Background: an optimization exercise with open tools, aiming at small area and a short achievable clock period. Do not read the settings as production practice.
In this exercise RTL edits were held to simulation tests only and were not proved equivalent to the original.
No activity file was given, so power comes from the tool's default toggle rates.

$ cat flow/design.v
module pfx_main (
    input  logic [31:0] g,
    input  logic [31:0] p,
    output logic [31:0] G
);
    wire g1_1 = g[1] | (p[1] & g[0]);
    wire p1_1 = p[1] & p[0];
    wire g1_3 = g[3] | (p[3] & g[2]);
    wire p1_3 = p[3] & p[2];
    wire g1_5 = g[5] | (p[5] & g[4]);
    wire p1_5 = p[5] & p[4];
    wire g1_7 = g[7] | (p[7] & g[6]);
    wire p1_7 = p[7] & p[6];
    wire g1_9 = g[9] | (p[9] & g[8]);
    wire p1_9 = p[9] & p[8];
    wire g1_11 = g[11] | (p[11] & g[10]);
    wire p1_11 = p[11] & p[10];
    wire g1_13 = g[13] | (p[13] & g[12]);
    wire p1_13 = p[13] & p[12];
    wire g1_15 = g[15] | (p[15] & g[14]);
    wire p1_15 = p[15] & p[14];
    wire g1_17 = g[17] | (p[17] & g[16]);
    wire p1_17 = p[17] & p[16];
    wire g1_19 = g[19] | (p[19] & g[18]);
    wire p1_19 = p[19] & p[18];
    wire g1_21 = g[21] | (p[21] & g[20]);
    wire p1_21 = p[21] & p[20];
    wire g1_23 = g[23] | (p[23] & g[22]);
    wire p1_23 = p[23] & p[22];
    wire g1_25 = g[25] | (p[25] & g[24]);
    wire p1_25 = p[25] & p[24];
    wire g1_27 = g[27] | (p[27] & g[26]);
    wire p1_27 = p[27] & p[26];
    wire g1_29 = g[29] | (p[29] & g[28]);
    wire p1_29 = p[29] & p[28];
    wire g1_31 = g[31] | (p[31] & g[30]);
    wire p1_31 = p[31] & p[30];
    wire g2_2 = g[2] | (p[2] & g1_1);
    wire p2_2 = p[2] & p1_1;
    wire g2_3 = g1_3 | (p1_3 & g1_1);
    wire p2_3 = p1_3 & p1_1;
    wire g2_6 = g[6] | (p[6] & g1_5);
    wire p2_6 = p[6] & p1_5;
    wire g2_7 = g1_7 | (p1_7 & g1_5);
    wire p2_7 = p1_7 & p1_5;
    wire g2_10 = g[10] | (p[10] & g1_9);
    wire p2_10 = p[10] & p1_9;
    wire g2_11 = g1_11 | (p1_11 & g1_9);
    wire p2_11 = p1_11 & p1_9;
    wire g2_14 = g[14] | (p[14] & g1_13);
    wire p2_14 = p[14] & p1_13;
    wire g2_15 = g1_15 | (p1_15 & g1_13);
    wire p2_15 = p1_15 & p1_13;
    wire g2_18 = g[18] | (p[18] & g1_17);
    wire p2_18 = p[18] & p1_17;
    wire g2_19 = g1_19 | (p1_19 & g1_17);
    wire p2_19 = p1_19 & p1_17;
    wire g2_22 = g[22] | (p[22] & g1_21);
    wire p2_22 = p[22] & p1_21;
    wire g2_23 = g1_23 | (p1_23 & g1_21);
    wire p2_23 = p1_23 & p1_21;
    wire g2_26 = g[26] | (p[26] & g1_25);
    wire p2_26 = p[26] & p1_25;
    wire g2_27 = g1_27 | (p1_27 & g1_25);
    wire p2_27 = p1_27 & p1_25;
    wire g2_30 = g[30] | (p[30] & g1_29);
    wire p2_30 = p[30] & p1_29;
    wire g2_31 = g1_31 | (p1_31 & g1_29);
    wire p2_31 = p1_31 & p1_29;
    wire g3_4 = g[4] | (p[4] & g2_3);
    wire p3_4 = p[4] & p2_3;
    wire g3_5 = g1_5 | (p1_5 & g2_3);
    wire p3_5 = p1_5 & p2_3;
    wire g3_6 = g2_6 | (p2_6 & g2_3);
    wire p3_6 = p2_6 & p2_3;
    wire g3_7 = g2_7 | (p2_7 & g2_3);
    wire p3_7 = p2_7 & p2_3;
    wire g3_12 = g[12] | (p[12] & g2_11);
    wire p3_12 = p[12] & p2_11;
    wire g3_13 = g1_13 | (p1_13 & g2_11);
    wire p3_13 = p1_13 & p2_11;
    wire g3_14 = g2_14 | (p2_14 & g2_11);
    wire p3_14 = p2_14 & p2_11;
    wire g3_15 = g2_15 | (p2_15 & g2_11);
    wire p3_15 = p2_15 & p2_11;
    wire g3_20 = g[20] | (p[20] & g2_19);
    wire p3_20 = p[20] & p2_19;
    wire g3_21 = g1_21 | (p1_21 & g2_19);
    wire p3_21 = p1_21 & p2_19;
    wire g3_22 = g2_22 | (p2_22 & g2_19);
    wire p3_22 = p2_22 & p2_19;
    wire g3_23 = g2_23 | (p2_23 & g2_19);
    wire p3_23 = p2_23 & p2_19;
    wire g3_28 = g[28] | (p[28] & g2_27);
    wire p3_28 = p[28] & p2_27;
    wire g3_29 = g1_29 | (p1_29 & g2_27);
    wire p3_29 = p1_29 & p2_27;
    wire g3_30 = g2_30 | (p2_30 & g2_27);
    wire p3_30 = p2_30 & p2_27;
    wire g3_31 = g2_31 | (p2_31 & g2_27);
    wire p3_31 = p2_31 & p2_27;
    wire g4_8 = g[8] | (p[8] & g3_7);
    wire p4_8 = p[8] & p3_7;
    wire g4_9 = g1_9 | (p1_9 & g3_7);
    wire p4_9 = p1_9 & p3_7;
    wire g4_10 = g2_10 | (p2_10 & g3_7);
    wire p4_10 = p2_10 & p3_7;
    wire g4_11 = g2_11 | (p2_11 & g3_7);
    wire p4_11 = p2_11 & p3_7;
    wire g4_12 = g3_12 | (p3_12 & g3_7);
    wire p4_12 = p3_12 & p3_7;
    wire g4_13 = g3_13 | (p3_13 & g3_7);
    wire p4_13 = p3_13 & p3_7;
    wire g4_14 = g3_14 | (p3_14 & g3_7);
    wire p4_14 = p3_14 & p3_7;
    wire g4_15 = g3_15 | (p3_15 & g3_7);
    wire p4_15 = p3_15 & p3_7;
    wire g4_24 = g[24] | (p[24] & g3_23);
    wire p4_24 = p[24] & p3_23;
    wire g4_25 = g1_25 | (p1_25 & g3_23);
    wire p4_25 = p1_25 & p3_23;
    wire g4_26 = g2_26 | (p2_26 & g3_23);
    wire p4_26 = p2_26 & p3_23;
    wire g4_27 = g2_27 | (p2_27 & g3_23);
    wire p4_27 = p2_27 & p3_23;
    wire g4_28 = g3_28 | (p3_28 & g3_23);
    wire p4_28 = p3_28 & p3_23;
    wire g4_29 = g3_29 | (p3_29 & g3_23);
    wire p4_29 = p3_29 & p3_23;
    wire g4_30 = g3_30 | (p3_30 & g3_23);
    wire p4_30 = p3_30 & p3_23;
    wire g4_31 = g3_31 | (p3_31 & g3_23);
    wire p4_31 = p3_31 & p3_23;
    wire g5_16 = g[16] | (p[16] & g4_15);
    wire p5_16 = p[16] & p4_15;
    wire g5_17 = g1_17 | (p1_17 & g4_15);
    wire p5_17 = p1_17 & p4_15;
    wire g5_18 = g2_18 | (p2_18 & g4_15);
    wire p5_18 = p2_18 & p4_15;
    wire g5_19 = g2_19 | (p2_19 & g4_15);
    wire p5_19 = p2_19 & p4_15;
    wire g5_20 = g3_20 | (p3_20 & g4_15);
    wire p5_20 = p3_20 & p4_15;
    wire g5_21 = g3_21 | (p3_21 & g4_15);
    wire p5_21 = p3_21 & p4_15;
    wire g5_22 = g3_22 | (p3_22 & g4_15);
    wire p5_22 = p3_22 & p4_15;
    wire g5_23 = g3_23 | (p3_23 & g4_15);
    wire p5_23 = p3_23 & p4_15;
    wire g5_24 = g4_24 | (p4_24 & g4_15);
    wire p5_24 = p4_24 & p4_15;
    wire g5_25 = g4_25 | (p4_25 & g4_15);
    wire p5_25 = p4_25 & p4_15;
    wire g5_26 = g4_26 | (p4_26 & g4_15);
    wire p5_26 = p4_26 & p4_15;
    wire g5_27 = g4_27 | (p4_27 & g4_15);
    wire p5_27 = p4_27 & p4_15;
    wire g5_28 = g4_28 | (p4_28 & g4_15);
    wire p5_28 = p4_28 & p4_15;
    wire g5_29 = g4_29 | (p4_29 & g4_15);
    wire p5_29 = p4_29 & p4_15;
    wire g5_30 = g4_30 | (p4_30 & g4_15);
    wire p5_30 = p4_30 & p4_15;
    wire g5_31 = g4_31 | (p4_31 & g4_15);
    wire p5_31 = p4_31 & p4_15;
    assign G[0] = g[0];
    assign G[1] = g1_1;
    assign G[2] = g2_2;
    assign G[3] = g2_3;
    assign G[4] = g3_4;
    assign G[5] = g3_5;
    assign G[6] = g3_6;
    assign G[7] = g3_7;
    assign G[8] = g4_8;
    assign G[9] = g4_9;
    assign G[10] = g4_10;
    assign G[11] = g4_11;
    assign G[12] = g4_12;
    assign G[13] = g4_13;
    assign G[14] = g4_14;
    assign G[15] = g4_15;
    assign G[16] = g5_16;
    assign G[17] = g5_17;
    assign G[18] = g5_18;
    assign G[19] = g5_19;
    assign G[20] = g5_20;
    assign G[21] = g5_21;
    assign G[22] = g5_22;
    assign G[23] = g5_23;
    assign G[24] = g5_24;
    assign G[25] = g5_25;
    assign G[26] = g5_26;
    assign G[27] = g5_27;
    assign G[28] = g5_28;
    assign G[29] = g5_29;
    assign G[30] = g5_30;
    assign G[31] = g5_31;
endmodule
module pfx_tgt (
    input  logic [30:0] g,
    input  logic [30:0] p,
    output logic [30:0] G
);
    wire g1_1 = g[1] | (p[1] & g[0]);
    wire p1_1 = p[1] & p[0];
    wire g1_3 = g[3] | (p[3] & g[2]);
    wire p1_3 = p[3] & p[2];
    wire g1_5 = g[5] | (p[5] & g[4]);
    wire p1_5 = p[5] & p[4];
    wire g1_7 = g[7] | (p[7] & g[6]);
    wire p1_7 = p[7] & p[6];
    wire g1_9 = g[9] | (p[9] & g[8]);
    wire p1_9 = p[9] & p[8];
    wire g1_11 = g[11] | (p[11] & g[10]);
    wire p1_11 = p[11] & p[10];
    wire g1_13 = g[13] | (p[13] & g[12]);
    wire p1_13 = p[13] & p[12];
    wire g1_15 = g[15] | (p[15] & g[14]);
    wire p1_15 = p[15] & p[14];
    wire g1_17 = g[17] | (p[17] & g[16]);
    wire p1_17 = p[17] & p[16];
    wire g1_19 = g[19] | (p[19] & g[18]);
    wire p1_19 = p[19] & p[18];
    wire g1_21 = g[21] | (p[21] & g[20]);
    wire p1_21 = p[21] & p[20];
    wire g1_23 = g[23] | (p[23] & g[22]);
    wire p1_23 = p[23] & p[22];
    wire g1_25 = g[25] | (p[25] & g[24]);
    wire p1_25 = p[25] & p[24];
    wire g1_27 = g[27] | (p[27] & g[26]);
    wire p1_27 = p[27] & p[26];
    wire g1_29 = g[29] | (p[29] & g[28]);
    wire p1_29 = p[29] & p[28];
    wire g2_3 = g1_3 | (p1_3 & g1_1);
    wire p2_3 = p1_3 & p1_1;
    wire g2_7 = g1_7 | (p1_7 & g1_5);
    wire p2_7 = p1_7 & p1_5;
    wire g2_11 = g1_11 | (p1_11 & g1_9);
    wire p2_11 = p1_11 & p1_9;
    wire g2_15 = g1_15 | (p1_15 & g1_13);
    wire p2_15 = p1_15 & p1_13;
    wire g2_19 = g1_19 | (p1_19 & g1_17);
    wire p2_19 = p1_19 & p1_17;
    wire g2_23 = g1_23 | (p1_23 & g1_21);
    wire p2_23 = p1_23 & p1_21;
    wire g2_27 = g1_27 | (p1_27 & g1_25);
    wire p2_27 = p1_27 & p1_25;
    wire g3_7 = g2_7 | (p2_7 & g2_3);
    wire p3_7 = p2_7 & p2_3;
    wire g3_15 = g2_15 | (p2_15 & g2_11);
    wire p3_15 = p2_15 & p2_11;
    wire g3_23 = g2_23 | (p2_23 & g2_19);
    wire p3_23 = p2_23 & p2_19;
    wire g4_15 = g3_15 | (p3_15 & g3_7);
    wire p4_15 = p3_15 & p3_7;
    wire g6_23 = g3_23 | (p3_23 & g4_15);
    wire p6_23 = p3_23 & p4_15;
    wire g7_11 = g2_11 | (p2_11 & g3_7);
    wire p7_11 = p2_11 & p3_7;
    wire g7_19 = g2_19 | (p2_19 & g4_15);
    wire p7_19 = p2_19 & p4_15;
    wire g7_27 = g2_27 | (p2_27 & g6_23);
    wire p7_27 = p2_27 & p6_23;
    wire g8_5 = g1_5 | (p1_5 & g2_3);
    wire p8_5 = p1_5 & p2_3;
    wire g8_9 = g1_9 | (p1_9 & g3_7);
    wire p8_9 = p1_9 & p3_7;
    wire g8_13 = g1_13 | (p1_13 & g7_11);
    wire p8_13 = p1_13 & p7_11;
    wire g8_17 = g1_17 | (p1_17 & g4_15);
    wire p8_17 = p1_17 & p4_15;
    wire g8_21 = g1_21 | (p1_21 & g7_19);
    wire p8_21 = p1_21 & p7_19;
    wire g8_25 = g1_25 | (p1_25 & g6_23);
    wire p8_25 = p1_25 & p6_23;
    wire g8_29 = g1_29 | (p1_29 & g7_27);
    wire p8_29 = p1_29 & p7_27;
    wire g9_2 = g[2] | (p[2] & g1_1);
    wire p9_2 = p[2] & p1_1;
    wire g9_4 = g[4] | (p[4] & g2_3);
    wire p9_4 = p[4] & p2_3;
    wire g9_6 = g[6] | (p[6] & g8_5);
    wire p9_6 = p[6] & p8_5;
    wire g9_8 = g[8] | (p[8] & g3_7);
    wire p9_8 = p[8] & p3_7;
    wire g9_10 = g[10] | (p[10] & g8_9);
    wire p9_10 = p[10] & p8_9;
    wire g9_12 = g[12] | (p[12] & g7_11);
    wire p9_12 = p[12] & p7_11;
    wire g9_14 = g[14] | (p[14] & g8_13);
    wire p9_14 = p[14] & p8_13;
    wire g9_16 = g[16] | (p[16] & g4_15);
    wire p9_16 = p[16] & p4_15;
    wire g9_18 = g[18] | (p[18] & g8_17);
    wire p9_18 = p[18] & p8_17;
    wire g9_20 = g[20] | (p[20] & g7_19);
    wire p9_20 = p[20] & p7_19;
    wire g9_22 = g[22] | (p[22] & g8_21);
    wire p9_22 = p[22] & p8_21;
    wire g9_24 = g[24] | (p[24] & g6_23);
    wire p9_24 = p[24] & p6_23;
    wire g9_26 = g[26] | (p[26] & g8_25);
    wire p9_26 = p[26] & p8_25;
    wire g9_28 = g[28] | (p[28] & g7_27);
    wire p9_28 = p[28] & p7_27;
    wire g9_30 = g[30] | (p[30] & g8_29);
    wire p9_30 = p[30] & p8_29;
    assign G[0] = g[0];
    assign G[1] = g1_1;
    assign G[2] = g9_2;
    assign G[3] = g2_3;
    assign G[4] = g9_4;
    assign G[5] = g8_5;
    assign G[6] = g9_6;
    assign G[7] = g3_7;
    assign G[8] = g9_8;
    assign G[9] = g8_9;
    assign G[10] = g9_10;
    assign G[11] = g7_11;
    assign G[12] = g9_12;
    assign G[13] = g8_13;
    assign G[14] = g9_14;
    assign G[15] = g4_15;
    assign G[16] = g9_16;
    assign G[17] = g8_17;
    assign G[18] = g9_18;
    assign G[19] = g7_19;
    assign G[20] = g9_20;
    assign G[21] = g8_21;
    assign G[22] = g9_22;
    assign G[23] = g6_23;
    assign G[24] = g9_24;
    assign G[25] = g8_25;
    assign G[26] = g9_26;
    assign G[27] = g7_27;
    assign G[28] = g9_28;
    assign G[29] = g8_29;
    assign G[30] = g9_30;
endmodule
module pfx_inc (
    input  logic [29:0] g,
    input  logic [29:0] p,
    output logic [29:0] G
);
    wire g1_1 = g[1] | (p[1] & g[0]);
    wire p1_1 = p[1] & p[0];
    wire g1_3 = g[3] | (p[3] & g[2]);
    wire p1_3 = p[3] & p[2];
    wire g1_5 = g[5] | (p[5] & g[4]);
    wire p1_5 = p[5] & p[4];
    wire g1_7 = g[7] | (p[7] & g[6]);
    wire p1_7 = p[7] & p[6];
    wire g1_9 = g[9] | (p[9] & g[8]);
    wire p1_9 = p[9] & p[8];
    wire g1_11 = g[11] | (p[11] & g[10]);
    wire p1_11 = p[11] & p[10];
    wire g1_13 = g[13] | (p[13] & g[12]);
    wire p1_13 = p[13] & p[12];
    wire g1_15 = g[15] | (p[15] & g[14]);
    wire p1_15 = p[15] & p[14];
    wire g1_17 = g[17] | (p[17] & g[16]);
    wire p1_17 = p[17] & p[16];
    wire g1_19 = g[19] | (p[19] & g[18]);
    wire p1_19 = p[19] & p[18];
    wire g1_21 = g[21] | (p[21] & g[20]);
    wire p1_21 = p[21] & p[20];
    wire g1_23 = g[23] | (p[23] & g[22]);
    wire p1_23 = p[23] & p[22];
    wire g1_25 = g[25] | (p[25] & g[24]);
    wire p1_25 = p[25] & p[24];
    wire g1_27 = g[27] | (p[27] & g[26]);
    wire p1_27 = p[27] & p[26];
    wire g1_29 = g[29] | (p[29] & g[28]);
    wire p1_29 = p[29] & p[28];
    wire g2_3 = g1_3 | (p1_3 & g1_1);
    wire p2_3 = p1_3 & p1_1;
    wire g2_7 = g1_7 | (p1_7 & g1_5);
    wire p2_7 = p1_7 & p1_5;
    wire g2_11 = g1_11 | (p1_11 & g1_9);
    wire p2_11 = p1_11 & p1_9;
    wire g2_15 = g1_15 | (p1_15 & g1_13);
    wire p2_15 = p1_15 & p1_13;
    wire g2_19 = g1_19 | (p1_19 & g1_17);
    wire p2_19 = p1_19 & p1_17;
    wire g2_23 = g1_23 | (p1_23 & g1_21);
    wire p2_23 = p1_23 & p1_21;
    wire g2_27 = g1_27 | (p1_27 & g1_25);
    wire p2_27 = p1_27 & p1_25;
    wire g3_7 = g2_7 | (p2_7 & g2_3);
    wire p3_7 = p2_7 & p2_3;
    wire g3_15 = g2_15 | (p2_15 & g2_11);
    wire p3_15 = p2_15 & p2_11;
    wire g3_23 = g2_23 | (p2_23 & g2_19);
    wire p3_23 = p2_23 & p2_19;
    wire g4_15 = g3_15 | (p3_15 & g3_7);
    wire p4_15 = p3_15 & p3_7;
    wire g6_23 = g3_23 | (p3_23 & g4_15);
    wire p6_23 = p3_23 & p4_15;
    wire g7_11 = g2_11 | (p2_11 & g3_7);
    wire p7_11 = p2_11 & p3_7;
    wire g7_19 = g2_19 | (p2_19 & g4_15);
    wire p7_19 = p2_19 & p4_15;
    wire g7_27 = g2_27 | (p2_27 & g6_23);
    wire p7_27 = p2_27 & p6_23;
    wire g8_5 = g1_5 | (p1_5 & g2_3);
    wire p8_5 = p1_5 & p2_3;
    wire g8_9 = g1_9 | (p1_9 & g3_7);
    wire p8_9 = p1_9 & p3_7;
    wire g8_13 = g1_13 | (p1_13 & g7_11);
    wire p8_13 = p1_13 & p7_11;
    wire g8_17 = g1_17 | (p1_17 & g4_15);
    wire p8_17 = p1_17 & p4_15;
    wire g8_21 = g1_21 | (p1_21 & g7_19);
    wire p8_21 = p1_21 & p7_19;
    wire g8_25 = g1_25 | (p1_25 & g6_23);
    wire p8_25 = p1_25 & p6_23;
    wire g8_29 = g1_29 | (p1_29 & g7_27);
    wire p8_29 = p1_29 & p7_27;
    wire g9_2 = g[2] | (p[2] & g1_1);
    wire p9_2 = p[2] & p1_1;
    wire g9_4 = g[4] | (p[4] & g2_3);
    wire p9_4 = p[4] & p2_3;
    wire g9_6 = g[6] | (p[6] & g8_5);
    wire p9_6 = p[6] & p8_5;
    wire g9_8 = g[8] | (p[8] & g3_7);
    wire p9_8 = p[8] & p3_7;
    wire g9_10 = g[10] | (p[10] & g8_9);
    wire p9_10 = p[10] & p8_9;
    wire g9_12 = g[12] | (p[12] & g7_11);
    wire p9_12 = p[12] & p7_11;
    wire g9_14 = g[14] | (p[14] & g8_13);
    wire p9_14 = p[14] & p8_13;
    wire g9_16 = g[16] | (p[16] & g4_15);
    wire p9_16 = p[16] & p4_15;
    wire g9_18 = g[18] | (p[18] & g8_17);
    wire p9_18 = p[18] & p8_17;
    wire g9_20 = g[20] | (p[20] & g7_19);
    wire p9_20 = p[20] & p7_19;
    wire g9_22 = g[22] | (p[22] & g8_21);
    wire p9_22 = p[22] & p8_21;
    wire g9_24 = g[24] | (p[24] & g6_23);
    wire p9_24 = p[24] & p6_23;
    wire g9_26 = g[26] | (p[26] & g8_25);
    wire p9_26 = p[26] & p8_25;
    wire g9_28 = g[28] | (p[28] & g7_27);
    wire p9_28 = p[28] & p7_27;
    assign G[0] = g[0];
    assign G[1] = g1_1;
    assign G[2] = g9_2;
    assign G[3] = g2_3;
    assign G[4] = g9_4;
    assign G[5] = g8_5;
    assign G[6] = g9_6;
    assign G[7] = g3_7;
    assign G[8] = g9_8;
    assign G[9] = g8_9;
    assign G[10] = g9_10;
    assign G[11] = g7_11;
    assign G[12] = g9_12;
    assign G[13] = g8_13;
    assign G[14] = g9_14;
    assign G[15] = g4_15;
    assign G[16] = g9_16;
    assign G[17] = g8_17;
    assign G[18] = g9_18;
    assign G[19] = g7_19;
    assign G[20] = g9_20;
    assign G[21] = g8_21;
    assign G[22] = g9_22;
    assign G[23] = g6_23;
    assign G[24] = g9_24;
    assign G[25] = g8_25;
    assign G[26] = g9_26;
    assign G[27] = g7_27;
    assign G[28] = g9_28;
    assign G[29] = g8_29;
endmodule
module pfx_cmp (
    input  logic [31:0] g,
    input  logic [31:0] p,
    output logic [31:0] G
);
    wire g1_1 = g[1] | (p[1] & g[0]);
    wire p1_1 = p[1] & p[0];
    wire g1_3 = g[3] | (p[3] & g[2]);
    wire p1_3 = p[3] & p[2];
    wire g1_5 = g[5] | (p[5] & g[4]);
    wire p1_5 = p[5] & p[4];
    wire g1_7 = g[7] | (p[7] & g[6]);
    wire p1_7 = p[7] & p[6];
    wire g1_9 = g[9] | (p[9] & g[8]);
    wire p1_9 = p[9] & p[8];
    wire g1_11 = g[11] | (p[11] & g[10]);
    wire p1_11 = p[11] & p[10];
    wire g1_13 = g[13] | (p[13] & g[12]);
    wire p1_13 = p[13] & p[12];
    wire g1_15 = g[15] | (p[15] & g[14]);
    wire p1_15 = p[15] & p[14];
    wire g1_17 = g[17] | (p[17] & g[16]);
    wire p1_17 = p[17] & p[16];
    wire g1_19 = g[19] | (p[19] & g[18]);
    wire p1_19 = p[19] & p[18];
    wire g1_21 = g[21] | (p[21] & g[20]);
    wire p1_21 = p[21] & p[20];
    wire g1_23 = g[23] | (p[23] & g[22]);
    wire p1_23 = p[23] & p[22];
    wire g1_25 = g[25] | (p[25] & g[24]);
    wire p1_25 = p[25] & p[24];
    wire g1_27 = g[27] | (p[27] & g[26]);
    wire p1_27 = p[27] & p[26];
    wire g1_29 = g[29] | (p[29] & g[28]);
    wire p1_29 = p[29] & p[28];
    wire g1_31 = g[31] | (p[31] & g[30]);
    wire p1_31 = p[31] & p[30];
    wire g2_2 = g[2] | (p[2] & g1_1);
    wire p2_2 = p[2] & p1_1;
    wire g2_3 = g1_3 | (p1_3 & g1_1);
    wire p2_3 = p1_3 & p1_1;
    wire g2_6 = g[6] | (p[6] & g1_5);
    wire p2_6 = p[6] & p1_5;
    wire g2_7 = g1_7 | (p1_7 & g1_5);
    wire p2_7 = p1_7 & p1_5;
    wire g2_10 = g[10] | (p[10] & g1_9);
    wire p2_10 = p[10] & p1_9;
    wire g2_11 = g1_11 | (p1_11 & g1_9);
    wire p2_11 = p1_11 & p1_9;
    wire g2_14 = g[14] | (p[14] & g1_13);
    wire p2_14 = p[14] & p1_13;
    wire g2_15 = g1_15 | (p1_15 & g1_13);
    wire p2_15 = p1_15 & p1_13;
    wire g2_18 = g[18] | (p[18] & g1_17);
    wire p2_18 = p[18] & p1_17;
    wire g2_19 = g1_19 | (p1_19 & g1_17);
    wire p2_19 = p1_19 & p1_17;
    wire g2_22 = g[22] | (p[22] & g1_21);
    wire p2_22 = p[22] & p1_21;
    wire g2_23 = g1_23 | (p1_23 & g1_21);
    wire p2_23 = p1_23 & p1_21;
    wire g2_26 = g[26] | (p[26] & g1_25);
    wire p2_26 = p[26] & p1_25;
    wire g2_27 = g1_27 | (p1_27 & g1_25);
    wire p2_27 = p1_27 & p1_25;
    wire g2_30 = g[30] | (p[30] & g1_29);
    wire p2_30 = p[30] & p1_29;
    wire g2_31 = g1_31 | (p1_31 & g1_29);
    wire p2_31 = p1_31 & p1_29;
    wire g3_4 = g[4] | (p[4] & g2_3);
    wire p3_4 = p[4] & p2_3;
    wire g3_5 = g1_5 | (p1_5 & g2_3);
    wire p3_5 = p1_5 & p2_3;
    wire g3_6 = g2_6 | (p2_6 & g2_3);
    wire p3_6 = p2_6 & p2_3;
    wire g3_7 = g2_7 | (p2_7 & g2_3);
    wire p3_7 = p2_7 & p2_3;
    wire g3_12 = g[12] | (p[12] & g2_11);
    wire p3_12 = p[12] & p2_11;
    wire g3_13 = g1_13 | (p1_13 & g2_11);
    wire p3_13 = p1_13 & p2_11;
    wire g3_14 = g2_14 | (p2_14 & g2_11);
    wire p3_14 = p2_14 & p2_11;
    wire g3_15 = g2_15 | (p2_15 & g2_11);
    wire p3_15 = p2_15 & p2_11;
    wire g3_20 = g[20] | (p[20] & g2_19);
    wire p3_20 = p[20] & p2_19;
    wire g3_21 = g1_21 | (p1_21 & g2_19);
    wire p3_21 = p1_21 & p2_19;
    wire g3_22 = g2_22 | (p2_22 & g2_19);
    wire p3_22 = p2_22 & p2_19;
    wire g3_23 = g2_23 | (p2_23 & g2_19);
    wire p3_23 = p2_23 & p2_19;
    wire g3_28 = g[28] | (p[28] & g2_27);
    wire p3_28 = p[28] & p2_27;
    wire g3_29 = g1_29 | (p1_29 & g2_27);
    wire p3_29 = p1_29 & p2_27;
    wire g3_30 = g2_30 | (p2_30 & g2_27);
    wire p3_30 = p2_30 & p2_27;
    wire g3_31 = g2_31 | (p2_31 & g2_27);
    wire p3_31 = p2_31 & p2_27;
    wire g4_8 = g[8] | (p[8] & g3_7);
    wire p4_8 = p[8] & p3_7;
    wire g4_9 = g1_9 | (p1_9 & g3_7);
    wire p4_9 = p1_9 & p3_7;
    wire g4_10 = g2_10 | (p2_10 & g3_7);
    wire p4_10 = p2_10 & p3_7;
    wire g4_11 = g2_11 | (p2_11 & g3_7);
    wire p4_11 = p2_11 & p3_7;
    wire g4_12 = g3_12 | (p3_12 & g3_7);
    wire p4_12 = p3_12 & p3_7;
    wire g4_13 = g3_13 | (p3_13 & g3_7);
    wire p4_13 = p3_13 & p3_7;
    wire g4_14 = g3_14 | (p3_14 & g3_7);
    wire p4_14 = p3_14 & p3_7;
    wire g4_15 = g3_15 | (p3_15 & g3_7);
    wire p4_15 = p3_15 & p3_7;
    wire g4_24 = g[24] | (p[24] & g3_23);
    wire p4_24 = p[24] & p3_23;
    wire g4_25 = g1_25 | (p1_25 & g3_23);
    wire p4_25 = p1_25 & p3_23;
    wire g4_26 = g2_26 | (p2_26 & g3_23);
    wire p4_26 = p2_26 & p3_23;
    wire g4_27 = g2_27 | (p2_27 & g3_23);
    wire p4_27 = p2_27 & p3_23;
    wire g4_28 = g3_28 | (p3_28 & g3_23);
    wire p4_28 = p3_28 & p3_23;
    wire g4_29 = g3_29 | (p3_29 & g3_23);
    wire p4_29 = p3_29 & p3_23;
    wire g4_30 = g3_30 | (p3_30 & g3_23);
    wire p4_30 = p3_30 & p3_23;
    wire g4_31 = g3_31 | (p3_31 & g3_23);
    wire p4_31 = p3_31 & p3_23;
    wire g5_16 = g[16] | (p[16] & g4_15);
    wire p5_16 = p[16] & p4_15;
    wire g5_17 = g1_17 | (p1_17 & g4_15);
    wire p5_17 = p1_17 & p4_15;
    wire g5_18 = g2_18 | (p2_18 & g4_15);
    wire p5_18 = p2_18 & p4_15;
    wire g5_19 = g2_19 | (p2_19 & g4_15);
    wire p5_19 = p2_19 & p4_15;
    wire g5_20 = g3_20 | (p3_20 & g4_15);
    wire p5_20 = p3_20 & p4_15;
    wire g5_21 = g3_21 | (p3_21 & g4_15);
    wire p5_21 = p3_21 & p4_15;
    wire g5_22 = g3_22 | (p3_22 & g4_15);
    wire p5_22 = p3_22 & p4_15;
    wire g5_23 = g3_23 | (p3_23 & g4_15);
    wire p5_23 = p3_23 & p4_15;
    wire g5_24 = g4_24 | (p4_24 & g4_15);
    wire p5_24 = p4_24 & p4_15;
    wire g5_25 = g4_25 | (p4_25 & g4_15);
    wire p5_25 = p4_25 & p4_15;
    wire g5_26 = g4_26 | (p4_26 & g4_15);
    wire p5_26 = p4_26 & p4_15;
    wire g5_27 = g4_27 | (p4_27 & g4_15);
    wire p5_27 = p4_27 & p4_15;
    wire g5_28 = g4_28 | (p4_28 & g4_15);
    wire p5_28 = p4_28 & p4_15;
    wire g5_29 = g4_29 | (p4_29 & g4_15);
    wire p5_29 = p4_29 & p4_15;
    wire g5_30 = g4_30 | (p4_30 & g4_15);
    wire p5_30 = p4_30 & p4_15;
    wire g5_31 = g4_31 | (p4_31 & g4_15);
    wire p5_31 = p4_31 & p4_15;
    assign G[0] = g[0];
    assign G[1] = g1_1;
    assign G[2] = g2_2;
    assign G[3] = g2_3;
    assign G[4] = g3_4;
    assign G[5] = g3_5;
    assign G[6] = g3_6;
    assign G[7] = g3_7;
    assign G[8] = g4_8;
    assign G[9] = g4_9;
    assign G[10] = g4_10;
    assign G[11] = g4_11;
    assign G[12] = g4_12;
    assign G[13] = g4_13;
    assign G[14] = g4_14;
    assign G[15] = g4_15;
    assign G[16] = g5_16;
    assign G[17] = g5_17;
    assign G[18] = g5_18;
    assign G[19] = g5_19;
    assign G[20] = g5_20;
    assign G[21] = g5_21;
    assign G[22] = g5_22;
    assign G[23] = g5_23;
    assign G[24] = g5_24;
    assign G[25] = g5_25;
    assign G[26] = g5_26;
    assign G[27] = g5_27;
    assign G[28] = g5_28;
    assign G[29] = g5_29;
    assign G[30] = g5_30;
    assign G[31] = g5_31;
endmodule
module bolt_exec (
    input  logic        clk,
    input  logic        rst,      
    input  logic [31:0] instr,    
    input  logic [31:0] rs1,      
    input  logic [31:0] rs2,      
    input  logic [31:0] pc,       
    output logic [31:0] result,   
    output logic [31:0] next_pc,  
    output logic        branch,   
    output logic        reg_wr,   
    output logic        mem_wr,   
    output logic        mem_rd    
);
    logic [6:0] op;
    logic [2:0] f3;
    logic [6:0] f7;
    assign op = instr[6:0];
    assign f3 = instr[14:12];
    assign f7 = instr[31:25];
    logic op03, op13, op17, op23, op33, op37, op63, op67, op6f, op1b, op3b;
    assign op03 = (op == 7'h03);
    assign op13 = (op == 7'h13);
    assign op17 = (op == 7'h17);
    assign op23 = (op == 7'h23);
    assign op33 = (op == 7'h33);
    assign op37 = (op == 7'h37);
    assign op63 = (op == 7'h63);
    assign op67 = (op == 7'h67);
    assign op6f = (op == 7'h6F);
    assign op1b = (op == 7'h1B);
    assign op3b = (op == 7'h3B);
    logic i31, f7z, f7s;
    assign i31 = instr[31];
    assign f7z = (f7 == 7'h00);
    assign f7s = (f7 == 7'h20);
    logic use_rs2, is_s, sub;
    assign use_rs2 = op[5] & op[4];
    assign is_s    = ~op[6] & op[5];
    assign sub     = (op[4] & ~f3[2] & f3[1]) | (op[4] & op[5] & instr[30]);
    logic [31:0] bv, bx, ap, ag, sum;
    logic        cout;
    assign bv = use_rs2 ? rs2 : {{20{i31}}, instr[31:25], is_s ? instr[11:7] : instr[24:20]};
    assign bx = bv ^ {32{sub}};
    assign ap = rs1 ^ bx;    
    assign ag = rs1 & bx;    
    logic [31:0] aG;
    pfx_main u_add (.g({ag[31:1], ag[0] | (ap[0] & sub)}), .p(ap), .G(aG));
    assign sum  = ap ^ {aG[30:0], sub};
    assign cout = aG[31];
    logic ltu, lts;          
    assign ltu = ~cout;
    assign lts = ltu ^ rs1[31] ^ bv[31];
    logic [31:0] bxe, bG;
    logic bltu, blts, beq;
    assign bxe  = rs1 ^ rs2;
    pfx_cmp u_cmp (.g(bxe & rs2), .p(~bxe), .G(bG));
    assign bltu = bG[31];
    assign blts = bltu ^ rs1[31] ^ rs2[31];
    assign beq  = ~|bxe;
    logic        left;
    logic [31:0] shin, sho;
    logic [4:0]  sh;
    assign left = ~f3[2];
    assign sh   = bv[4:0];
    for (genvar i = 0; i < 32; i++) begin : rev
        assign shin[i] = left ? rs1[31-i] : rs1[i];
    end
    assign sho = $signed({instr[30] & rs1[31] & ~left, shin}) >>> sh;
    logic [31:0] timm, tgt, pc4;
    assign timm[0]     = 1'b0;
    assign timm[4:1]   = ~op[6] ? 4'd0 : (op[3] ? instr[24:21] : instr[11:8]);
    assign timm[10:5]  = ~op[6] ? 6'd0 : instr[30:25];
    assign timm[11]    = ~op[6] ? 1'b0 : (op[3] ? instr[20] : instr[7]);
    assign timm[19:12] = (op[6] & ~op[3]) ? {8{i31}} : instr[19:12];
    assign timm[30:20] = ~op[6] ? instr[30:20] : {11{i31}};
    assign timm[31]    = i31;
    assign tgt[0] = pc[0];
    logic [30:0] tp, tG;
    assign tp = pc[31:1] ^ timm[31:1];
    pfx_tgt u_tgt (.g(pc[31:1] & timm[31:1]), .p(tp), .G(tG));
    assign tgt[31:1] = tp ^ {tG[29:0], 1'b0};
    logic [29:0] iG;
    assign pc4[1:0] = pc[1:0];
    pfx_inc u_inc (.g({29'd0, pc[2]}), .p(pc[31:2]), .G(iG));
    assign pc4[31:2] = pc[31:2] ^ {iG[28:0], 1'b1};
    logic cond, taken;
    assign cond  = f3[2] ? ((f3[1] ? bltu : blts) ^ f3[0]) : (~f3[1] & (beq ^ f3[0]));
    assign taken = op63 & cond;
    logic alu_i, r_ok;
    logic s_sum, s_shl, s_shr, s_slt, s_sltu, s_xor, s_or, s_and, s_tgt, s_lui, s_pc4, s_hold;
    assign alu_i = op13 | op33;
    assign r_ok  = op13 | f7z;    
    assign s_sum  = ~rst & ((op03 & (f3 != 3'd7)) | (op23 & ~f3[2])
                          | (f3 == 3'd0 & (op13 | (op33 & (f7z | f7s))))) ;
    assign s_shl  = ~rst & alu_i & (f3 == 3'd1) & f7z;
    assign s_slt  = ~rst & alu_i & (f3 == 3'd2) & r_ok;
    assign s_sltu = ~rst & alu_i & (f3 == 3'd3) & r_ok;
    assign s_xor  = ~rst & alu_i & (f3 == 3'd4) & r_ok;
    assign s_shr  = ~rst & alu_i & (f3 == 3'd5) & (f7z | f7s);
    assign s_or   = ~rst & alu_i & (f3 == 3'd6) & r_ok;
    assign s_and  = ~rst & alu_i & (f3 == 3'd7) & r_ok;
    assign s_tgt  = ~rst & op17;
    assign s_lui  = ~rst & op37;
    assign s_pc4  = ~rst & (op6f | (op67 & (f3 == 3'd0)));
    assign s_hold = ~rst & ~(s_sum | s_shl | s_slt | s_sltu | s_xor | s_shr | s_or | s_and
                             | s_tgt | s_lui | s_pc4);
    logic [31:0] rval, luiv, shl;
    assign luiv = {instr[31:12], 12'd0};
    for (genvar i = 0; i < 32; i++) begin : rshl
        assign shl[i] = sho[31-i];
    end
    assign rval = ({32{s_sum}} & sum) | ({32{s_shl}} & shl) | ({32{s_shr}} & sho)
                | ({32{s_xor | s_or}} & ap) | ({32{s_or | s_and}} & ag)
                | ({32{s_tgt}} & tgt) | ({32{s_lui}} & luiv) | ({32{s_pc4}} & pc4)
                | ({32{s_hold}} & result)
                | {31'd0, (s_slt & lts) | (s_sltu & ltu)};
    logic jalr, n_tgt, n_sum, n_pc4;
    logic [31:0] nval;
    assign jalr  = op67 & (f3 == 3'd0);
    assign n_tgt = ~rst & (taken | op6f);
    assign n_sum = ~rst & jalr;
    assign n_pc4 = ~rst & ~(taken | op6f | jalr);
    assign nval  = ({32{n_tgt}} & tgt) | ({32{n_sum}} & {sum[31:1], 1'b0}) | ({32{n_pc4}} & pc4);
    logic wr;
    assign wr = op33 | op3b | op13 | op1b | op67 | op03 | op17 | op6f | op37;
    always_ff @(posedge clk) begin
        result  <= rval;
        next_pc <= nval;
        branch  <= ~rst & taken;
        reg_wr  <= ~rst & wr;
        mem_wr  <= ~rst & op23;
        mem_rd  <= ~rst & op03;
    end
endmodule
$ cat flow/flow/run.sh
#!/bin/bash
# Layout flow: the standard layout (standard.sh), with two changes to how the
# cells are chosen:
#  - the full and half adder cells are not used, so Yosys does not pre-map adder
#    bits to them and abc maps the whole datapath itself;
#  - the buffer that buffer_ports puts on every input and output port is buf_1.
# Every tool's full output goes to standard.log (make) and the ORFS logs under orfs/logs.
set -euo pipefail
cat >> config.mk <<'CFG'
export DONT_USE_CELLS += sky130_fd_sc_hd__fa_1 sky130_fd_sc_hd__fa_2 sky130_fd_sc_hd__fa_4 sky130_fd_sc_hd__ha_1 sky130_fd_sc_hd__ha_2 sky130_fd_sc_hd__ha_4
export BUFFER_PORTS_ARGS = -buffer_cell sky130_fd_sc_hd__buf_1
CFG
bash standard.sh > standard.log 2>&1
$ cat flow/standard.sh
#!/bin/bash
# synth_recipe.tcl (not shown) runs the flow's synth.tcl, then flattens the netlist and writes it again
# the make line also repeats each setting of config.mk as NAME=value (left out here)
make -C /OpenROAD-flow-scripts/flow DESIGN_CONFIG=/design/flow/config.mk WORK_HOME=/design/flow/orfs CLKGATE_MAP_FILE= SYNTH_SCRIPT=/design/flow/synth_recipe.tcl "${@:-finish}"
$ cat flow/config.mk
export PLATFORM = sky130hd
export DESIGN_NAME = bolt_exec
export DESIGN_NICKNAME = bolt_exec
export VERILOG_FILES = /design/flow/design.v
export SDC_FILE = /design/flow/constraint.sdc
export NUM_CORES = 4
export LEC_CHECK = 0
export ABC_AREA = 1
export CAP_MARGIN = 20
export CORE_MARGIN = 2
export CORE_UTILIZATION = 40
export CTS_BUF_LIST = sky130_fd_sc_hd__clkbuf_8
export HOLD_SLACK_MARGIN = 0
export SETUP_SLACK_MARGIN = 2.8
export SLEW_MARGIN = 20
export TNS_END_PERCENT = 20
export DONT_USE_CELLS += sky130_fd_sc_hd__fa_1 sky130_fd_sc_hd__fa_2 sky130_fd_sc_hd__fa_4 sky130_fd_sc_hd__ha_1 sky130_fd_sc_hd__ha_2 sky130_fd_sc_hd__ha_4
export BUFFER_PORTS_ARGS = -buffer_cell sky130_fd_sc_hd__buf_1
$ cat flow/constraint.sdc
create_clock -name core_clock -period 6.5 [get_ports {clk}]
set_input_delay 1.3000 -clock core_clock [delete_from_list [all_inputs] [get_ports {clk}]]
set_output_delay 1.3000 -clock core_clock [all_outputs]
set_load 0.01 [all_outputs]
==> summary.txt, run 1 <==
* Nets at 2,516
* Tmin final at 3.69 ns
* DR pass1 iterations at 9
* CP Data Arrival Time at 3.99 ns
* Cells after Synth at 2,195
* RSZ-0062 raised after global routing: yes
* Register area share after synthesis at 11.7%
* Synthesized area at 11,600 um2
* Setup Skew at 0 ns
* DIE AREA at 30,400 um2
* Via count at 16,100
* First-pass GRT wire length at 89,900 um
* Post-route DRC at 0
* Grt ovf at 0
* Syn. warnings at 1
* CTS Sinks at 68
* Final setup margin at 2.81 ns
* Post-Syn Area per Cell at 5.28 um2
* Initial antenna violation count at 0
* Library cells used by synthesis at 55
* Placer Congestion at 1.09
* H-tree depth at 3
* Growth of design area from synthesis to finish at 18.6%
* Total core area at 28,600 um2
* Total Routing Usage GR at 39.6%
* Dominant cells by area after synthesis: nand2_1 (23%), nand3_1 (13%), dfxtp_1 (12%)
* Detail Placement HPWL at 49,300 um
* ANT cells at 0
* Largest net degree at the start of global routing at 72
* Placed instance area at 12,500 um2
* Kind of critical path: in2reg
* Worst slack, placed at 0.831 ns
* Final setup vio count at 0
* Share of cells above drive strength 1 at 12.0%
* Number of port buffers at 197
* Setup TNS at 0 ns
* CTS buffer count at 9
* Rel. slew slack at 52.7%
* Pwr Density at 158 nW/um2
* Top-area cell type share of the netlist area at 23.3%
* CTS tree: yes
* Design Area, Final at 13,800 um2
* Slew Viols, Final at 0
* ANT nets after route at 0
* Syn Nets at 2,325
* HP Class: reg2reg
* Worst Setup End Kind: flip-flop
* Final period utilization at 56.8%
* EDFF count, synth at 0
* Clock Latency Late Sink at 0.40 ns
* R2r setup slk at 5.36 ns
* WP data required at 6.80 ns
* Primary FF master, synth: dfxtp_1
* FMAX at 0.271 GHz
* Cell taking the most area after synthesis: nand2_1
* Worst Path Max Fanout at 27
* Die Y at 174 um
* Longest Clk Path Bufs at 2
* Final hold vios at 0
* Tightest Pin Transition at 0.709 ns
* Cts-stage hold buffer count at 0
* Total Wirelength at 63,300 um
* DR WL/cell at 22.8 um
* CP startpoint kind: input port
* Status: timing/DRC/antenna clean
* Synth cell count leaders: nand2_1 (719), nand3_1 (293), inv_1 (239)
* Root buffer cell: clkbuf_8
* Maximum vdd drop at 0.0000935 V
* Drt initial violations at 1,955
* Routed vias/inst at 5.80
* CTS clock-pin slew for the worst setup and hold paths at 0.09 ns
* Leak at 0.00668 uW
* FFs w/ async S/R, synth at 0%
* Vias in the first global route at 14,100
* Row count at 62
* Seq cells post-synth at 68
* IO Count at 198
* Most common cell in the netlist: nand2_1
* Max_cap viols at 0
* Die width at 174 um
* Initial Utilization at 40.5%
cell usage in the layout (no fill, tap or decap), drive strengths merged, types with 22 or more instances in the layout:
master,netlist,routed
a21oi,75,75
xor2,62,62
or2,31,31
dfxtp,68,68
nor2,180,180
nand2,752,762
clkbuf,42,22
buf,43,241
o21ai,188,188
inv,257,251
o211ai,39,39
nand3,298,298
nand4,28,28
worst max-delay path, cell delays in order:
cell and delay (ns):
buf_2 0.17, buf_12 0.17, clkinv_16 0.12, nand2_8 0.11, nand2_1 0.10, nand3_4 0.15
nand2_2 0.17, nand2_1 0.09, o21ai_0 0.11, o21ai_0 0.47, mux2i_1 0.21, o211ai_1 0.40
nand3_1 0.14, nand3_1 0.10, nor2_1 0.06, o211ai_1 0.11
layout make-up:
| class | instances | area [um2] |
|---|---|---|
| clock buffers | 11 | 151 |
| inverters | 264 | 1070 |
| repair inverters | 3 | 20.0 |
| multi-input cells | 1788 | 9270 |
| well taps | 384 | 480 |
| flip-flops and latches | 68 | 1360 |
| fillers | 3223 | 14900 |
| repair buffers | 252 | 1300 |
| clock inverters | 5 | 98.8 |
repair_timing:
action / in CTS / in global routing
pin swaps: 6 / 20
gates resized for setup: 76 / 110
setup buffers: 7 / 21
gates cloned: 6 / 8
endpoints found under the setup margin: 63 / 61
kinds of logic (layout without fill, tap and decap cells):
logic type / Yosys count / in the layout / synth area share (%)
AOI/OAI and AO/OA: 365 / 365 / 18.3
xor gates and xnor gates: 81 / 81 / 6.57
buffers and inverters: 349 / 535 / 12.8
DFF: 68 / 68 / 11.7
muxes: 6 / 6 / 0.518
and+or+nand+nor: 1326 / 1336 / 50.0
metal layers:
layer  track usage (%)  part of all wire, %  up-vias
met1              55.2                   42     7318
li1                  -                    -     7577
met3              8.07                   11      133
met5                 0                    0        -
met2              58.0                   41     1068
met4              18.9                  5.5        0
path summary, 6_finish.rpt:
| kind | from | cells after the start | end |
|---|---|---|---|
| worst max register to register | result[20] | 5 | result[20] |
| worst max-delay path | instr[6] | 16 | result[15] |
| worst min-delay path | result[3] | 2 | result[3] |
| worst min register to register | result[3] | 2 | result[3] |
state kept, by name, summed over array words and instances (netlist names):
| name | flops |
|---|---|
| mem_wr | 1 |
| next_pc | 32 |
| mem_rd | 1 |
| reg_wr | 1 |
| result | 32 |
| branch | 1 |
through the flow:
step / hold WS (ns) / total power [uW] / std cells / utilization (%)
after floorplan: 0.528 / 1220 / 2195 / -
after global placement: 0.498 / 1550 / 2717 / 43.8
after detailed placement: 0.500 / 1550 / 2717 / 43.8
after CTS: 0.520 / 2060 / 2746 / 45.9
after global routing: 0.537 / 2290 / 2775 / 48.0
final: 0.529 / 2170 / 2775 / 48.0
power breakdown:
| group | internal, uW | switching, uW | total (uW) |
|---|---|---|---|
| sequential | 433 | 7.32 | 441 |
| clock | 274 | 208 | 483 |
| combinational | 357 | 894 | 1250 |
| total | 1060 | 1110 | 2170 |
==> inputs of run 2 (changes only) <==
--- a/flow/config.mk
+++ b/flow/config.mk
@@ -14,5 +14,5 @@
 export SETUP_SLACK_MARGIN = 2.8
 export SLEW_MARGIN = 20
-export TNS_END_PERCENT = 20
+export TNS_END_PERCENT = 50
 export DONT_USE_CELLS += sky130_fd_sc_hd__fa_1 sky130_fd_sc_hd__fa_2 sky130_fd_sc_hd__fa_4 sky130_fd_sc_hd__ha_1 sky130_fd_sc_hd__ha_2 sky130_fd_sc_hd__ha_4
 export BUFFER_PORTS_ARGS = -buffer_cell sky130_fd_sc_hd__buf_1
==> run 2 against run 1 <==
  * Still clean
  * Synthesized area unchanged
  * Critical path depth up 1
  * Core utilization up 0.074 points
  * Combinational power about the same
  * Clock power about the same
==> summary.txt, run 2 <==
* Dominant cells by area after synthesis: nand2_1 (23%), nand3_1 (13%), dfxtp_1 (12%)
* Routed vias/inst at 5.84
* CP startpoint kind: input port
* EDFF count, synth at 0
* Seq cells post-synth at 68
* First-pass GRT wire length at 89,900 um
* Growth of design area from synthesis to finish at 18.8%
* Total Wirelength at 63,500 um
* Worst Path Max Fanout at 17
* Grt ovf at 0
* Total core area at 28,600 um2
* IO Count at 198
* Final period utilization at 57.0%
* Reg area at 1360 um2
* Cts-stage hold buffer count at 0
* RSZ-0062 raised after global routing: yes
* Top-area cell type share of the netlist area at 23.3%
* Row count at 62
* Setup Skew at 0 ns
* HP Class: reg2reg
* H-tree depth at 3
* Initial antenna violation count at 0
* CTS Sinks at 68
* CTS tree: yes
* Register area share after synthesis at 11.7%
* Tightest Pin Transition at 0.734 ns
* Kind of critical path: in2reg
* R2r setup slk at 5.37 ns
* Setup TNS at 0 ns
* CTS buffer count at 9
* Most common cell in the netlist: nand2_1
* Area of the multi-input gates at 9280 um2
* DIE AREA at 30,400 um2
* Total Routing Usage GR at 39.6%
* FFs w/ async S/R, synth at 0%
* Detail Placement HPWL at 49,300 um
* Post-route DRC at 0
* Root buffer cell: clkbuf_8
* Post-Syn Area per Cell at 5.28 um2
* ANT cells at 0
* Leak at 0.00669 uW
* Vias in the first global route at 14,100
* Number of port buffers at 197
* Commonest non-fill, non-tap cell in the layout: nand2_1
* Hold slack final at 0.525 ns
* Finished Core Util at 48.1%
* Most frequent cells in the layout: nand2_1 (698), nand3_1 (287), inv_1 (232), buf_1 (179), nor2_1 (160)
* DR WL/cell at 22.9 um
* Die width at 174 um
* Initial Utilization at 40.5%
* Placer Congestion at 1.09
* Largest net degree at the start of global routing at 72
* Pwr Density at 158 nW/um2
* Rel. slew slack at 51.0%
* Syn. warnings at 1
* Synth cell count leaders: nand2_1 (719), nand3_1 (293), inv_1 (239)
* Worst Setup End Kind: flip-flop
* Nets at 2,518
* Final hold vios at 0
* Fillers at 3,218
* FMAX at 0.270 GHz
* Share of cells above drive strength 1 at 12.1%
* CP Data Arrival Time at 3.99 ns
* ANT nets after route at 0
* Tmin final at 3.70 ns
* Maximum vdd drop at 0.0000935 V
* Library cells used by synthesis at 55
* Max_cap viols at 0
* Cell taking the most area after synthesis: nand2_1
* WP data required at 6.79 ns
* Clock Latency Late Sink at 0.39 ns
* Cells after Synth at 2,195
* Status: timing/DRC/antenna clean
* Drt initial violations at 2,085
* DR pass1 iterations at 5
* Largest registers: next_pc x32, result x32
* Via count at 16,200
* CTS clock-pin slew for the worst setup and hold paths at 0.09 ns
* Synthesized area at 11,600 um2
* Syn Nets at 2,325
* Primary FF master, synth: dfxtp_1
* Die Y at 174 um
* Slew Viols, Final at 0
* Longest Clk Path Bufs at 2
* Final setup vio count at 0
-- run 2: changes by cell type in the layout (fill, tap and decap cells not counted), sizes merged --
cell	change
buf	+1
clkbuf	+1
-- run 2: per-layer routing --
metal	part of all wire (%)	track usage, %	vias up
li1	-	-	7584
met1	42	55.2	7434
met2	41	58.0	1058
met3	11	8.07	154
met4	5.7	18.9	0
met5	0	0	-
-- run 2: final cells by class --
class,count,share of cell area (%)
multi-input cells,1788,67.4
flip-flops and latches,68,9.88
repair buffers,254,9.56
well taps,384,3.49
clock inverters,5,0.718
repair inverters,3,0.145
inverters,264,7.76
clock buffers,11,1.10
-- run 2: what timing repair did --
item / in CTS / in global routing
setup endpoints to repair: 63 / 61
setup buffers: 7 / 23
endpoints found under the hold margin: 0 / 0
pin swaps: 6 / 21
resized for setup: 76 / 115
gates cloned: 6 / 8
-- run 2: cell families after synthesis --
| logic type | count (synthesis) | synth area share (%) |
|---|---|---|
| muxes | 6 | 0.518 |
| buffers and inverters | 349 | 12.8 |
| AOI/OAI and AO/OA | 365 | 18.3 |
| xor gates and xnor gates | 81 | 6.57 |
| and+or+nand+nor | 1326 | 50.0 |
| DFF | 68 | 11.7 |
-- run 2: critical path, cell delays in order --
cell,delay (ns)
buf_1,0.07
buf_4,0.18
inv_1,0.27
nand4_1,0.34
o22ai_2,0.30
nand3_1,0.15
buf_12,0.20
nand4_1,0.08
nor2_1,0.06
nand2_2,0.12
clkinv_4,0.09
buf_6,0.16
nand2_1,0.09
nand2_1,0.08
nand3b_1,0.26
nor2_1,0.13
nand3_1,0.08
-- run 2: per-stage QoR --
step | std cells | setup WS (ns) | area, um2 | total power (uW)
floorplan | 2195 | 3.20 | 11600 | 1220
global placement | 2717 | 0.773 | 12500 | 1550
detailed placement | 2717 | 0.831 | 12500 | 1550
CTS | 2746 | 2.79 | 13100 | 2060
global route | 2777 | 2.73 | 13800 | 2290
finish | 2777 | 2.80 | 13800 | 2180
-- run 2: power by group --
part / switching (uW) / leakage [uW] / internal [uW]
logic: 896 / 0.00600 / 359
registers: 7.37 / 0.000557 / 433
clock network: 208 / 0.000131 / 274
-- run 2: worst paths after layout --
kind | startpoint | to | cells after the start
worst max-delay path | instr[27] | result[20] | 17
worst min-delay path | result[3] | result[3] | 2
worst max register to register | result[20] | result[20] | 5
worst min register to register | result[3] | result[3] | 2
==> inputs of run 3 (changes only) <==
--- a/flow/config.mk
+++ b/flow/config.mk
@@ -12,7 +12,7 @@
 export CTS_BUF_LIST = sky130_fd_sc_hd__clkbuf_8
 export HOLD_SLACK_MARGIN = 0
+export PLACE_DENSITY = 0.85
 export SETUP_SLACK_MARGIN = 2.8
 export SLEW_MARGIN = 20
-export TNS_END_PERCENT = 50
 export DONT_USE_CELLS += sky130_fd_sc_hd__fa_1 sky130_fd_sc_hd__fa_2 sky130_fd_sc_hd__fa_4 sky130_fd_sc_hd__ha_1 sky130_fd_sc_hd__ha_2 sky130_fd_sc_hd__ha_4
 export BUFFER_PORTS_ARGS = -buffer_cell sky130_fd_sc_hd__buf_1
==> run 3 against run 2 <==
  * Still clean
  * Flip-flop and latch count is the same
  * Die area unchanged
  * Synthesized area unchanged
  * Core utilization grew 0.14 points
  * First-iteration DRC count rose by 41%
  * Clock skew unchanged
  * Sequential power hardly changed
  * Non-clock buffer count grew 13
  * Final cell count rose by 0.36%
  * Count of clock-buffer cells in the layout shrank 2
  * Critical path type unchanged
  * Highest routed layer is now met5
==> summary.txt, run 3 <==
* CP max-delay cell: buf_4
* Largest registers: next_pc x32, result x32
* Setup Skew at 0 ns
* Most frequent cells in the layout: nand2_1 (690), nand3_1 (289), inv_1 (232), buf_1 (179), nor2_1 (155)
* Initial Utilization at 40.5%
* CTS tree: yes
* Worst slack, placed at 1.77 ns
* Synth cell count leaders: nand2_1 (719), nand3_1 (293), inv_1 (239)
* Largest delay share family, worst path: buffers and inverters
* Dominant cells by area after synthesis: nand2_1 (23%), nand3_1 (13%), dfxtp_1 (12%)
* Cells after Synth at 2,195
* Share of cells above drive strength 1 at 13.0%
* Clock Latency Late Sink at 0.39 ns
* Placer Congestion at 1.15
* ANT nets after route at 0
* WP data required at 6.84 ns
* Number of port buffers at 197
* Worst Reg-to-Reg Cells at 5
* Cts-stage hold buffer count at 0
* Final hold vios at 0
* Total core area at 28,600 um2
* Hold Path Depth at 2
* DR pass1 iterations at 9
* FMAX at 0.265 GHz
* Reg2reg end: result[20]
* Largest net degree at the start of global routing at 41
* Total power at 2120 uW
* Rel. slew slack at 52.3%
* H-tree depth at 3
* Tmin final at 3.78 ns
* Die width at 174 um
* Final setup vio count at 0
* Final setup margin at 2.72 ns
* Routed vias/inst at 6.00
* Total Wirelength at 58,100 um
* Library cells used by synthesis at 55
* CTS clock-pin slew for the worst setup and hold paths at 0.10 ns
* Worst path bufs/invs at 6
* Cell taking the most area after synthesis: nand2_1
* CP max stage delay at 0.31 ns
* Via count at 16,700
* Final period utilization at 58.2%
* Growth of design area from synthesis to finish at 19.1%
* Syn Nets at 2,325
* Tightest Pin Transition at 0.710 ns
* Worst Path Max Fanout at 19
* Die Y at 174 um
* Commonest non-fill, non-tap cell in the layout: nand2_1
* Finished Core Util at 48.3%
* Met1 Track Usage GR at 48.1%
* Crit-path cells: clkbuf_2 > buf_4 > nand3_1 > nor2_1 > nand3_1 > nor2_1 > buf_4 > nor2_1 > inv_1 > buf_4 > nand3_1 > o21ai_0 > a31oi_1 > o211ai_1 > inv_1 > nand4_1
* Grt ovf at 0
* Post-route DRC at 0
* CP Data Arrival Time at 4.12 ns
* M3 GR Usage at 9.84%
* CTS buffer count at 9
* Synthesized area at 11,600 um2
* Setup TNS at 0 ns
* Top-area cell type share of the netlist area at 23.3%
* Post-Syn Area per Cell at 5.28 um2
* Longest Clk Path Bufs at 2
* Register area share after synthesis at 11.7%
* Drt initial violations at 2,948
* DIE AREA at 30,400 um2
* Status: timing/DRC/antenna clean
* R2r setup slk at 5.38 ns
* RSZ-0062 raised after global routing: yes
* Reg2reg start: result[20]
* Seq cells post-synth at 68
* Pwr Density at 154 nW/um2
* Busiest grt layer: met2
* Most common cell in the netlist: nand2_1
* Syn. warnings at 1
* Detail Placement HPWL at 44,500 um
* Row count at 62
* HP Class: reg2reg
* Maximum vdd drop at 0.000103 V
* DR WL/cell at 20.9 um
* CP startpoint kind: input port
* Primary FF master, synth: dfxtp_1
* IO Count at 198
* First-pass GRT wire length at 81,900 um
* Root buffer cell: clkbuf_8
* Max_cap viols at 0
* Hold EP: result[3]
* Slew Viols, Final at 0
* FFs w/ async S/R, synth at 0%
* Kind of critical path: in2reg
* CTS Sinks at 68
* Met2 Track Usage GR at 49.7%
* Worst Setup End Kind: flip-flop
* Leak at 0.00673 uW
* Total Routing Usage GR at 35.1%
* Vias in the first global route at 13,900
* Hold Path Origin: result[3]
* Nets at 2,527
* EDFF count, synth at 0
* Initial antenna violation count at 2
==> run 3: logic make-up (layout without fill, tap and decap cells) <==
family	Yosys count	count (layout)	share of synthesized area (%)
AND/OR/NAND/NOR	1326	1333	50.0
AO/OA/AOI/OAI	365	365	18.3
buffers and inverters	349	549	12.8
XOR/XNOR	81	81	6.57
flip-flops	68	68	11.7
multiplexers	6	6	0.518
other	0	1	0
==> run 3: what timing repair did <==
item,4_1_cts,5_1_grt
hold endpoints to repair,0,0
buffers inserted,4,33
endpoints found under the setup margin,63,59
gates cloned,3,10
pin swaps,3,18
gates resized for setup,48,139
==> run 3: worst max-delay path by stage <==
| stage | start | endpoint | slack, ns | depth (start not counted) |
|---|---|---|---|---|
| after floorplan | instr[14] | result[27] | 3.20 | 21 |
| after global placement | instr[6] | result[18] | 1.72 | 17 |
| after detailed placement | instr[6] | result[29] | 1.77 | 19 |
| after CTS | instr[6] | result[25] | 2.79 | 22 |
| after global routing | instr[5] | result[25] | 2.71 | 20 |
| final | instr[6] | result[7] | 2.72 | 16 |
==> run 3: cell type report <==
type,count,area [um2]
Fill cell,3026,14800
Multi-Input combinational cell,1785,9220
Timing Repair Buffer,267,1490
Sequential cell,68,1360
Inverter,264,1040
Tap cell,384,480
Clock buffer,9,124
Clock inverter,7,75.1
Timing Repair inverter,2,15.0
Antenna cell,1,2.50
==> run 3: metrics by stage <==
step / cell area, um2 / cells / hold WS (ns)
2_1_floorplan: 11600 / 2195 / 0.528
3_3_place_gp: 12600 / 2720 / 0.513
3_5_place_dp: 12600 / 2720 / 0.531
4_1_cts: 13000 / 2743 / 0.557
5_1_grt: 13800 / 2786 / 0.574
6_report: 13800 / 2787 / 0.557
==> run 3: worst register-to-register path, cell delays in order (launching register included) <==
cell,delay [ns]
dfxtp_1,0.35
nand2_1,0.08
nand2_1,0.08
nand3b_1,0.26
nor2_1,0.14
nand3_1,0.09
==> run 3: where the power goes <==
group | switching (uW) | total [uW] | internal [uW]
Clock | 224 | 404 | 181
Sequential | 8.17 | 442 | 433
Combinational | 897 | 1280 | 379
==> run 3: layer usage <==
metal | wire length (um) | vias up
met2 | 22500 | 1532
li1 | - | 7581
met3 | 9250 | 284
met5 | 96 | -
met1 | 22200 | 7314
met4 | 4090 | 6
==> inputs of run 4 (changes only) <==
--- a/flow/config.mk
+++ b/flow/config.mk
@@ -12,5 +12,5 @@
 export CTS_BUF_LIST = sky130_fd_sc_hd__clkbuf_8
 export HOLD_SLACK_MARGIN = 0
-export PLACE_DENSITY = 0.85
+export PLACE_DENSITY = 0.75
 export SETUP_SLACK_MARGIN = 2.8
 export SLEW_MARGIN = 20
==> run 4 against run 3 <==
  * Still clean on timing, DRC and antenna
  * Register-to-register slack about the same
  * Worst setup slack improved by 0.10 ns
  * Synthesized cell count stayed put
  * Critical path type unchanged
==> summary.txt, run 4 <==
* IO Count at 198
* CP startpoint kind: input port
* Pwr Density at 155 nW/um2
* Most frequent cells in the layout: nand2_1 (704), nand3_1 (288), inv_1 (233), buf_1 (178), nor2_1 (158)
* CTS clock-pin slew for the worst setup and hold paths at 0.08 ns
* Total power at 2110 uW
* Cts-stage hold buffer count at 0
* Number of port buffers at 197
* Reg area at 1360 um2
* Placer Congestion at 1.05
* Drt initial violations at 2,375
* CP startpoint: instr[30]
* Commonest non-fill, non-tap cell in the layout: nand2_1
* Syn. warnings at 1
* Die Y at 174 um
* Post-route DRC at 0
* FMAX at 0.272 GHz
* Max_cap viols at 0
* Reg2reg start: result[20]
* Design Area, Final at 13,600 um2
* ANT cells at 0
* Cells after Synth at 2,195
* CTS Sinks at 68
* HP Class: reg2reg
* Most common cell in the netlist: nand2_1
* Vias in the first global route at 14,500
* Dominant cells by area after synthesis: nand2_1 (23%), nand3_1 (13%), dfxtp_1 (12%)
* CP max-delay cell: a21oi_4
* Growth of design area from synthesis to finish at 17.5%
* Primary FF master, synth: dfxtp_1
* Hold Path Origin: result[3]
* Leak at 0.00663 uW
* Grt ovf at 0
* Setup TNS at 0 ns
* Hold Path Depth at 2
* Synth cell count leaders: nand2_1 (719), nand3_1 (293), inv_1 (239)
* Tmin final at 3.68 ns
* Die width at 174 um
* CP max stage delay at 0.28 ns
* Fillers at 3,144
* CP dominant cell by count: nand2_1
* FFs w/ async S/R, synth at 0%
* Post-Syn Area per Cell at 5.28 um2
* ANT nets after route at 0
* Area of the multi-input gates at 9190 um2
* Routed vias/inst at 5.93
* First-pass GRT wire length at 87,400 um
* Nets at 2,513
* Longest Clk Path Bufs at 2
* Via count at 16,400
* Register area share after synthesis at 11.7%
* Syn Nets at 2,325
* R2r setup slk at 5.37 ns
* Setup Skew at 0 ns
* Seq cells post-synth at 68
* WP data required at 6.83 ns
* CTS buffer count at 9
* Share of cells above drive strength 1 at 11.9%
* Library cells used by synthesis at 55
* Maximum vdd drop at 0.0000799 V
* Detail Placement HPWL at 48,000 um
* Final setup vio count at 0
* Worst Setup End Kind: flip-flop
* EDFF count, synth at 0
* Worst Reg-to-Reg Cells at 5
* Placed instance area at 12,500 um2
* Top-area cell type share of the netlist area at 23.3%
* Initial Utilization at 40.5%
* Finished Core Util at 47.6%
* Hold EP: result[3]
* Slew Viols, Final at 0
* Largest delay share family, worst path: simple AND/OR/NAND/NOR gates
* Crit-path cells: buf_1 > buf_6 > nand3_4 > nand2_4 > xnor2_1 > nand2_1 > nand2_1 > o21ai_1 > nand2_1 > nand2_1 > a21oi_4 > nand2_8 > buf_4 > nand2_1 > nand2_1 > xnor2_1 > nand2_1 > nand3_1
* Largest registers: next_pc x32, result x32
* Row count at 62
* DR pass1 iterations at 6
* Final hold vios at 0
* Worst path bufs/invs at 3
* Total core area at 28,600 um2
* Root buffer cell: clkbuf_8
* H-tree depth at 3
* Clock Latency Late Sink at 0.41 ns
* RSZ-0062 raised after global routing: yes
* Cell taking the most area after synthesis: nand2_1
* Initial antenna violation count at 1
* Reg2reg end: result[20]
* Largest net degree at the start of global routing at 48
* Tightest Pin Transition at 0.904 ns
* Worst Path Max Fanout at 12
* Final period utilization at 56.6%
* Total Wirelength at 61,400 um
* Total Routing Usage GR at 38.0%
* DIE AREA at 30,400 um2
* CTS tree: yes
* CP Data Arrival Time at 4.01 ns
* Kind of critical path: in2reg
* DR WL/cell at 22.2 um
* Synthesized area at 11,600 um2
* Rel. slew slack at 39.7%
* Status: timing/DRC/antenna clean
[run 4: cell counts after synthesis]
No cell type changed its count.
[run 4: kinds of logic (layout without fill, tap and decap cells)]
kind of cell | count (synthesis) | after routing | synth area share (%)
compound gates | 365 | 365 | 18.3
simple gates | 1326 | 1333 | 50.0
buf+inv | 349 | 535 | 12.8
xor+xnor | 81 | 81 | 6.57
mux | 6 | 6 | 0.518
flops | 68 | 68 | 11.7
[run 4: worst max path at each step]
stage / cells after the start / slack [ns] / endpoint
final: 18 / 2.82 / result[22]
after global routing: 18 / 2.74 / result[25]
after CTS: 18 / 2.80 / result[25]
after detailed placement: 15 / 1.24 / result[22]
after global placement: 17 / 1.32 / result[27]
after floorplan: 21 / 3.20 / result[27]
[run 4: repair_timing]
action | in CTS | in global routing
endpoints found under the hold margin | 0 | 0
gates cloned | 4 | 8
pin swaps | 3 | 15
setup endpoints to repair | 63 | 63
resized for setup | 67 | 109
buffers inserted | 2 | 24
[run 4: per-stage QoR]
step,hold WS (ns),instances,worst slack [ns]
floorplan,0.528,2195,3.20
CTS,0.515,2740,2.80
global route,0.562,2772,2.74
global placement,0.475,2718,1.32
finish,0.516,2772,2.82
detailed placement,0.497,2718,1.24
[run 4: metal layers]
layer / part of all wire (%) / global-route usage, % / vias up
li1: - / - / 7546
met1: 41 / 51.6 / 7449
met2: 40 / 55.2 / 1235
met3: 13 / 9.67 / 214
met4: 6.3 / 19.5 / 0
met5: 0 / 0 / -
[run 4: layout make-up]
cell class / instances / area share [%]
repair inverters: 4 / 0.184
repair buffers: 251 / 9.61
inverters: 264 / 7.68
clock buffers: 12 / 1.21
flip-flops and latches: 68 / 9.99
well taps: 384 / 3.53
clock inverters: 4 / 0.349
multi-input cells: 1785 / 67.5
[run 4: worst min-delay path: cells and delay by family, from the launching register on]
kind | cells | cell delay, ns
DFF | 1 | 0.33
and+or+nand+nor | 1 | 0.08
AOI/OAI and AO/OA | 1 | 0.07
[run 4: power breakdown]
group          internal [uW]  switching [uW]  total [uW]
clock network            208             211         419
logic                    360             884        1240
registers                433            8.35         442

-- port drivers added, routing unchanged --
The flow's constraints put no driver on any port. The routed layouts listed below were extracted and timed again, unchanged, in two steps. Step 1: set_driving_cell puts a clkbuf_16 on clk and a buf_2 on each other input, an assumption about the parent block. Step 2 moves the port delays by t, midway between the first and last clock arrival at a register: inputs arrive t later, outputs are due t later. That takes back most of the time a late clock gives input paths. Slacks: no drivers / after step 1 / after step 2; pairs: no drivers / after step 1.
run	t (ns)	setup slack, ns	hold slack, ns	slew at the worst register clock pin (ns)	pins driven straight from the clock port
run 1	0.440	2.806 / 2.832 / 2.392	0.529 / 0.529 / 0.529	0.10 / 0.10	1
run 2	0.441	2.796 / 2.822 / 2.382	0.525 / 0.525 / 0.525	0.10 / 0.10	1
run 3	0.440	2.719 / 2.739 / 2.300	0.557 / 0.557 / 0.557	0.12 / 0.12	1
run 4	0.440	2.820 / 2.840 / 2.401	0.516 / 0.516 / 0.516	0.10 / 0.10	1
After both steps every run listed still meets setup and hold.
